Source: an optimization exercise on an open RTL-to-GDS flow (aim: small area and a short achievable clock period). Production flows keep margins and buffers that such runs may drop.
At most, simulation tests tie the RTL to the original design; equivalence was not proved.
Power is estimated from default activity; no workload was simulated.

==> v25 <==
==> flow/design.v (excerpt) <==
module fir_filter (
    input clk,
    input reset,
    input [15:0] xin,
    output [31:0] yout
);
==> flow/config.mk <==
export PLATFORM = sky130hd
export DESIGN_NAME = fir_filter
export DESIGN_NICKNAME = fir_filter
export VERILOG_FILES = /design/flow/design.v
export SDC_FILE = /design/flow/constraint.sdc
export NUM_CORES = 4
export LEC_CHECK = 0
export CAP_MARGIN = 20
export CORE_MARGIN = 2
export CORE_UTILIZATION = 75
export CTS_BUF_LIST = sky130_fd_sc_hd__clkbuf_8
export CTS_CLUSTER_DIAMETER = 60
export CTS_CLUSTER_SIZE = 16
export SLEW_MARGIN = 20
export SYNTH_HIERARCHICAL = 1
export SYNTH_MINIMUM_KEEP_SIZE = 0
==> flow/constraint.sdc <==
create_clock -name core_clock -period 65.0 [get_ports {clk}]
set_input_delay 13.0000 -clock core_clock [delete_from_list [all_inputs] [get_ports {clk}]]
set_output_delay 13.0000 -clock core_clock [all_outputs]
set_load 0.01 [all_outputs]
standard.sh (not shown) runs the stock make flow with config.mk's settings and CLKGATE_MAP_FILE= SYNTH_SCRIPT=/design/flow/synth_recipe.tcl, a recipe that flattens the netlist after the stock synthesis.
==> flow/flow/run.sh <==
#!/bin/bash
# The standard layout (standard.sh), unchanged except that the port
# buffers that global placement inserts are buf_2 cells instead of the
# weakest (delay) buffer: flow/port_buffers.tcl runs before global placement
# and only marks the delay buffers and buf_1/clkbuf_1 don't-use for that step.
set -euo pipefail
export PRE_GLOBAL_PLACE_TCL="$(pwd)/flow/port_buffers.tcl"
bash standard.sh > standard_flow.log 2>&1
==> flow/flow/port_buffers.tcl <==
# Sourced by ORFS global_place.tcl just before buffer_ports: buffer_ports takes
# the weakest buffer that is not don't-use, so hide the delay cells and the
# size-1 buffers for this step; it then inserts sky130_fd_sc_hd__buf_2.
set_dont_use [get_lib_cells {sky130_fd_sc_hd__clkdlybuf4s* sky130_fd_sc_hd__dlygate* sky130_fd_sc_hd__dlymetal* sky130_fd_sc_hd__clkbuf_1 sky130_fd_sc_hd__buf_1}]
==> v23 (differences from v25) <==
- CORE_UTILIZATION: 75 -> 70
==> qor summary <==
Pwr Density: v23 29.27 mW/mm^2; v25 29.75 mW/mm^2
Cells after DPL: v23 4684; v25 4611
Proportion of cell area occupied by registers: v23 0.3948; v25 0.3975
DR pass1 iterations: v23 5; v25 6
Fraction of final layout cells sized beyond drive strength 1: v23 0.06481; v25 0.06067
GRT met1 Usage: v23 0.4463; v25 0.4952
Detail Placement HPWL: v23 94990 um; v25 102600 um
Worst vdd rail ir drop: v23 22.78 uV; v25 31.14 uV
Setup slack after layout: v23 50.60 ns; v25 50.64 ns
Slack of the worst reg-to-reg path: v23 51.22 ns; v25 50.84 ns
DRT met1 WL: v23 45240 um; v25 44810 um
Status: v23 no timing/DRC/antenna violations; v25 no timing/DRC/antenna violations
Fraction of area in multi-input gates: v23 0.5242; v25 0.5279
Post-place setup slack: v23 49.97 ns; v25 49.98 ns
Total chip power: v23 1.508 mW; v25 1.522 mW
Final core utilization: v23 0.7486; v25 0.7951
CTS Buf Count: v23 81; v25 77
Global-route usage over all layers: v23 0.3406; v25 0.4174
Highest metal layer used by the detailed router: v23 met5; v25 met4
Well tap count: v23 931; v25 855

==> inputs of run a <==
Another version of the RTL of fir_filter (not shown whole).
clock: 65.0 ns
lec_check: 0
cap_margin: 20
core_margin: 2
core_utilization: 60
cts_buf_list: sky130_fd_sc_hd__clkbuf_8
cts_cluster_diameter: 60
cts_cluster_size: 16
slew_margin: 20
synth_hierarchical: 1
synth_minimum_keep_size: 0
Scripts as last shown in full above: flow/flow/run.sh, flow/flow/port_buffers.tcl
==> inputs of run b, as changes to run a <==
--- a/flow/design.v
+++ b/flow/design.v
@@ -1072,11 +1072,11 @@
   fa us881 (.a(n849), .b(s728), .c(c880), .sum(s881), .carry(c882));
   wire s883, c884;
   fa us883 (.a(n850), .b(s728), .c(c882), .sum(s883), .carry(c884));
   wire s885 = s728 ^ n850 ^ c884;
   wire s886, c887;
-  ha us886 (.a(s312), .b(s694), .sum(s886), .carry(c887));
+  ha us886 (.a(s694), .b(s312), .sum(s886), .carry(c887));
   wire s888, c889;
   fa us888 (.a(s314), .b(c887), .c(s696), .sum(s888), .carry(c889));
   wire s890, c891;
   fa us890 (.a(s316), .b(c889), .c(s851), .sum(s890), .carry(c891));
   wire s892, c893;
@@ -1109,11 +1109,11 @@
   fa us918 (.a(s344), .b(s879), .c(c917), .sum(s918), .carry(c919));
   wire s920, c921;
   fa us920 (.a(s346), .b(s881), .c(c919), .sum(s920), .carry(c921));
   wire s922, c923;
   fa us922 (.a(s346), .b(s883), .c(c921), .sum(s922), .carry(c923));
-  wire s924 = s346 ^ s885 ^ c923;
+  wire s924 = s885 ^ s346 ^ c923;
   wire s925, c926;
   ha us925 (.a(s729), .b(s242), .sum(s925), .carry(c926));
   wire s927, c928;
   fa us927 (.a(s244), .b(c926), .c(s731), .sum(s927), .carry(c928));
   wire s929, c930;
@@ -1464,11 +1464,11 @@
   fa us1273 (.a(n1240), .b(s1217), .c(c1272), .sum(s1273), .carry(c1274));
   wire s1275, c1276;
   fa us1275 (.a(n1240), .b(s1219), .c(c1274), .sum(s1275), .carry(c1276));
   wire s1277, c1278;
   fa us1277 (.a(n1240), .b(s1221), .c(c1276), .sum(s1277), .carry(c1278));
-  wire s1279 = n1240 ^ s1223 ^ c1278;
+  wire s1279 = s1223 ^ n1240 ^ c1278;
   wire n1280 = ~s512;
   wire n1281 = ~s514;
   wire n1282 = ~s516;
   wire n1283 = ~s518;
   wire n1284 = ~s520;
@@ -1483,11 +1483,11 @@
   wire n1293 = ~s538;
   wire n1294 = ~s540;
   wire n1295 = ~s542;
   wire n1296 = ~s544;
   wire s1297, c1298;
-  ha us1297 (.a(n1280), .b(s34), .sum(s1297), .carry(c1298));
+  ha us1297 (.a(s34), .b(n1280), .sum(s1297), .carry(c1298));
   wire s1299, c1300;
   fa us1299 (.a(c1298), .b(n1281), .c(s997), .sum(s1299), .carry(c1300));
   wire s1301, c1302;
   fa us1301 (.a(n1282), .b(c1300), .c(s1054), .sum(s1301), .carry(c1302));
   wire s1303, c1304;
@@ -1524,11 +1524,11 @@
   fa us1333 (.a(n1296), .b(s1086), .c(c1332), .sum(s1333), .carry(c1334));
   wire s1335, c1336;
   fa us1335 (.a(n1296), .b(s1088), .c(c1334), .sum(s1335), .carry(c1336));
   wire s1337, c1338;
   fa us1337 (.a(n1296), .b(s1090), .c(c1336), .sum(s1337), .carry(c1338));
-  wire s1339 = n1296 ^ s1090 ^ c1338;
+  wire s1339 = s1090 ^ n1296 ^ c1338;
   wire n1340 = ~s578;
   wire n1341 = ~s580;
   wire n1342 = ~s582;
   wire n1343 = ~s584;
   wire n1344 = ~s586;
- CORE_UTILIZATION: 60 -> 80
==> inputs of run c, as changes to run a <==
--- a/flow/design.v
+++ b/flow/design.v
@@ -1072,11 +1072,11 @@
   fa us881 (.a(n849), .b(s728), .c(c880), .sum(s881), .carry(c882));
   wire s883, c884;
   fa us883 (.a(n850), .b(s728), .c(c882), .sum(s883), .carry(c884));
   wire s885 = s728 ^ n850 ^ c884;
   wire s886, c887;
-  ha us886 (.a(s312), .b(s694), .sum(s886), .carry(c887));
+  ha us886 (.a(s694), .b(s312), .sum(s886), .carry(c887));
   wire s888, c889;
   fa us888 (.a(s314), .b(c887), .c(s696), .sum(s888), .carry(c889));
   wire s890, c891;
   fa us890 (.a(s316), .b(c889), .c(s851), .sum(s890), .carry(c891));
   wire s892, c893;
@@ -1109,11 +1109,11 @@
   fa us918 (.a(s344), .b(s879), .c(c917), .sum(s918), .carry(c919));
   wire s920, c921;
   fa us920 (.a(s346), .b(s881), .c(c919), .sum(s920), .carry(c921));
   wire s922, c923;
   fa us922 (.a(s346), .b(s883), .c(c921), .sum(s922), .carry(c923));
-  wire s924 = s346 ^ s885 ^ c923;
+  wire s924 = s885 ^ s346 ^ c923;
   wire s925, c926;
   ha us925 (.a(s729), .b(s242), .sum(s925), .carry(c926));
   wire s927, c928;
   fa us927 (.a(s244), .b(c926), .c(s731), .sum(s927), .carry(c928));
   wire s929, c930;
@@ -1464,11 +1464,11 @@
   fa us1273 (.a(n1240), .b(s1217), .c(c1272), .sum(s1273), .carry(c1274));
   wire s1275, c1276;
   fa us1275 (.a(n1240), .b(s1219), .c(c1274), .sum(s1275), .carry(c1276));
   wire s1277, c1278;
   fa us1277 (.a(n1240), .b(s1221), .c(c1276), .sum(s1277), .carry(c1278));
-  wire s1279 = n1240 ^ s1223 ^ c1278;
+  wire s1279 = s1223 ^ n1240 ^ c1278;
   wire n1280 = ~s512;
   wire n1281 = ~s514;
   wire n1282 = ~s516;
   wire n1283 = ~s518;
   wire n1284 = ~s520;
@@ -1483,11 +1483,11 @@
   wire n1293 = ~s538;
   wire n1294 = ~s540;
   wire n1295 = ~s542;
   wire n1296 = ~s544;
   wire s1297, c1298;
-  ha us1297 (.a(n1280), .b(s34), .sum(s1297), .carry(c1298));
+  ha us1297 (.a(s34), .b(n1280), .sum(s1297), .carry(c1298));
   wire s1299, c1300;
   fa us1299 (.a(c1298), .b(n1281), .c(s997), .sum(s1299), .carry(c1300));
   wire s1301, c1302;
   fa us1301 (.a(n1282), .b(c1300), .c(s1054), .sum(s1301), .carry(c1302));
   wire s1303, c1304;
@@ -1524,11 +1524,11 @@
   fa us1333 (.a(n1296), .b(s1086), .c(c1332), .sum(s1333), .carry(c1334));
   wire s1335, c1336;
   fa us1335 (.a(n1296), .b(s1088), .c(c1334), .sum(s1335), .carry(c1336));
   wire s1337, c1338;
   fa us1337 (.a(n1296), .b(s1090), .c(c1336), .sum(s1337), .carry(c1338));
-  wire s1339 = n1296 ^ s1090 ^ c1338;
+  wire s1339 = s1090 ^ n1296 ^ c1338;
   wire n1340 = ~s578;
   wire n1341 = ~s580;
   wire n1342 = ~s582;
   wire n1343 = ~s584;
   wire n1344 = ~s586;
- CTS_BUF_LIST: sky130_fd_sc_hd__clkbuf_8 -> sky130_fd_sc_hd__clkbuf_16
- CTS_CLUSTER_SIZE: 16 -> 28
==> inputs of run d, as changes to run a <==
--- a/flow/design.v
+++ b/flow/design.v
@@ -1072,11 +1072,11 @@
   fa us881 (.a(n849), .b(s728), .c(c880), .sum(s881), .carry(c882));
   wire s883, c884;
   fa us883 (.a(n850), .b(s728), .c(c882), .sum(s883), .carry(c884));
   wire s885 = s728 ^ n850 ^ c884;
   wire s886, c887;
-  ha us886 (.a(s312), .b(s694), .sum(s886), .carry(c887));
+  ha us886 (.a(s694), .b(s312), .sum(s886), .carry(c887));
   wire s888, c889;
   fa us888 (.a(s314), .b(c887), .c(s696), .sum(s888), .carry(c889));
   wire s890, c891;
   fa us890 (.a(s316), .b(c889), .c(s851), .sum(s890), .carry(c891));
   wire s892, c893;
@@ -1109,11 +1109,11 @@
   fa us918 (.a(s344), .b(s879), .c(c917), .sum(s918), .carry(c919));
   wire s920, c921;
   fa us920 (.a(s346), .b(s881), .c(c919), .sum(s920), .carry(c921));
   wire s922, c923;
   fa us922 (.a(s346), .b(s883), .c(c921), .sum(s922), .carry(c923));
-  wire s924 = s346 ^ s885 ^ c923;
+  wire s924 = s885 ^ s346 ^ c923;
   wire s925, c926;
   ha us925 (.a(s729), .b(s242), .sum(s925), .carry(c926));
   wire s927, c928;
   fa us927 (.a(s244), .b(c926), .c(s731), .sum(s927), .carry(c928));
   wire s929, c930;
@@ -1464,11 +1464,11 @@
   fa us1273 (.a(n1240), .b(s1217), .c(c1272), .sum(s1273), .carry(c1274));
   wire s1275, c1276;
   fa us1275 (.a(n1240), .b(s1219), .c(c1274), .sum(s1275), .carry(c1276));
   wire s1277, c1278;
   fa us1277 (.a(n1240), .b(s1221), .c(c1276), .sum(s1277), .carry(c1278));
-  wire s1279 = n1240 ^ s1223 ^ c1278;
+  wire s1279 = s1223 ^ n1240 ^ c1278;
   wire n1280 = ~s512;
   wire n1281 = ~s514;
   wire n1282 = ~s516;
   wire n1283 = ~s518;
   wire n1284 = ~s520;
@@ -1483,11 +1483,11 @@
   wire n1293 = ~s538;
   wire n1294 = ~s540;
   wire n1295 = ~s542;
   wire n1296 = ~s544;
   wire s1297, c1298;
-  ha us1297 (.a(n1280), .b(s34), .sum(s1297), .carry(c1298));
+  ha us1297 (.a(s34), .b(n1280), .sum(s1297), .carry(c1298));
   wire s1299, c1300;
   fa us1299 (.a(c1298), .b(n1281), .c(s997), .sum(s1299), .carry(c1300));
   wire s1301, c1302;
   fa us1301 (.a(n1282), .b(c1300), .c(s1054), .sum(s1301), .carry(c1302));
   wire s1303, c1304;
@@ -1524,11 +1524,11 @@
   fa us1333 (.a(n1296), .b(s1086), .c(c1332), .sum(s1333), .carry(c1334));
   wire s1335, c1336;
   fa us1335 (.a(n1296), .b(s1088), .c(c1334), .sum(s1335), .carry(c1336));
   wire s1337, c1338;
   fa us1337 (.a(n1296), .b(s1090), .c(c1336), .sum(s1337), .carry(c1338));
-  wire s1339 = n1296 ^ s1090 ^ c1338;
+  wire s1339 = s1090 ^ n1296 ^ c1338;
   wire n1340 = ~s578;
   wire n1341 = ~s580;
   wire n1342 = ~s582;
   wire n1343 = ~s584;
   wire n1344 = ~s586;
- CORE_UTILIZATION: 60 -> 70
==> reports/metrics.csv <==
metric,value,unit
status,no timing/DRC/antenna violations,
antennaDiodeCount,1,
globalRouteMet1Util,40.6,%
setup_viol,0,
finalSetupTns,0,ns
most-common-layout-cells,"fa_1 (984), dfxtp_1 (974), nor2_1 (579)",
vias,26800,
antenna_violations_before_repair,0,
wirelength,123000,um
worst_setup_path_startpoint,xin[4],
clock_tree_root_buffer_cell,clkbuf_16,
grt.met2_usage,50.1,%
(the above is from run c)
==> reports/metrics.csv <==
metric,value,unit
vias,27000,
sequentialPowerShare,45.5,%
worst_setup_path_startpoint,xin[4],
synth_mux_area_share,0,%
whs_endpoint,d4[15],
port_buf_inserts,49,
grt.met2_usage,50.6,%
finalSetupTns,0,ns
most-common-layout-cells,"fa_1 (984), dfxtp_1 (974), nor2_1 (579)",
setup_viol,0,
antenna_violations_before_repair,2,
status,no timing/DRC/antenna violations,
wirelength,122000,um
drc,0,
antennaDiodeCount,2,
(the above is from run a)
==> reports/metrics.csv <==
metric,value,unit
io-pin-count,50,
ctsHtreeMaxLevel,3,
gp_congestion,1.01,
synth_edf_count,0,
synth_compound_gate_area_share,1.91,%
synth.yosys.warnings,7,
outcome.stop_stage,global routing,
status,did not finish,
clock_tree_root_buffer_cell,clkbuf_8,
tool.error,[ERROR GRT-0232] Routing congestion too high. Check the congestion heatmap in the GUI.,
pre_cts_ws,49.97,ns
(the above is from run b)
==> reports/metrics.csv <==
metric,value,unit
status,no timing/DRC/antenna violations,
most-common-layout-cells,"fa_1 (984), dfxtp_1 (974), nor2_1 (579)",
clock_tree_root_buffer_cell,clkbuf_8,
grt.met2_usage,58.7,%
finalSetupTns,0,ns
regArea,0.0204,mm2
fraction_of_power_spent_switching_nets,35.2,%
setup_viol,0,
antennaDiodeCount,2,
antenna_violations_before_repair,3,
globalRouteMet1Util,45.8,%
final_common_cell,fa_1,
vias,27900,
(the above is from run d)
The RTL of run a was laid out without a check of its function.

## re-timing with driven ports
How much do the figures lean on ideal ports? The routed layouts below were timed once more, with nothing changed but the port constraints.
Step 1 (the two cells are an assumption about what drives the block):
set clk [get_ports {clk}]
set_driving_cell -lib_cell sky130_fd_sc_hd__clkbuf_16 $clk
set_driving_cell -lib_cell sky130_fd_sc_hd__buf_2 [delete_from_list [all_inputs] $clk]
Step 2, shift: input delay + t, output delay - t, t = (earliest + latest rising clock arrival at the registers) / 2. This alone moves slack from input paths to output paths.
Slacks: ideal / step 1 / step 2; pairs: ideal / step 1.
run	shift t [ns]	setup WS [ns]	hold WS [ns]	slew at the worst register clock pin (ns)
v25	0.792	50.638 / 50.575 / 49.956	0.373 / 0.373 / 0.373	0.11 / 0.11
v23	0.791	50.601 / 50.529 / 49.938	0.341 / 0.341 / 0.341	0.11 / 0.11
run a	0.800	50.602 / 50.598 / 49.839	0.365 / 0.365 / 0.365	0.10 / 0.10
run c	0.724	50.394 / 50.444 / 49.721	0.366 / 0.366 / 0.366	0.10 / 0.10
run d	0.786	50.654 / 50.603 / 49.886	0.371 / 0.371 / 0.371	0.11 / 0.11
After both steps setup and hold are still met in every run listed. The setup slack of run d, which loses most, moves by -0.051 ns with the drivers and by -0.768 ns with both steps.
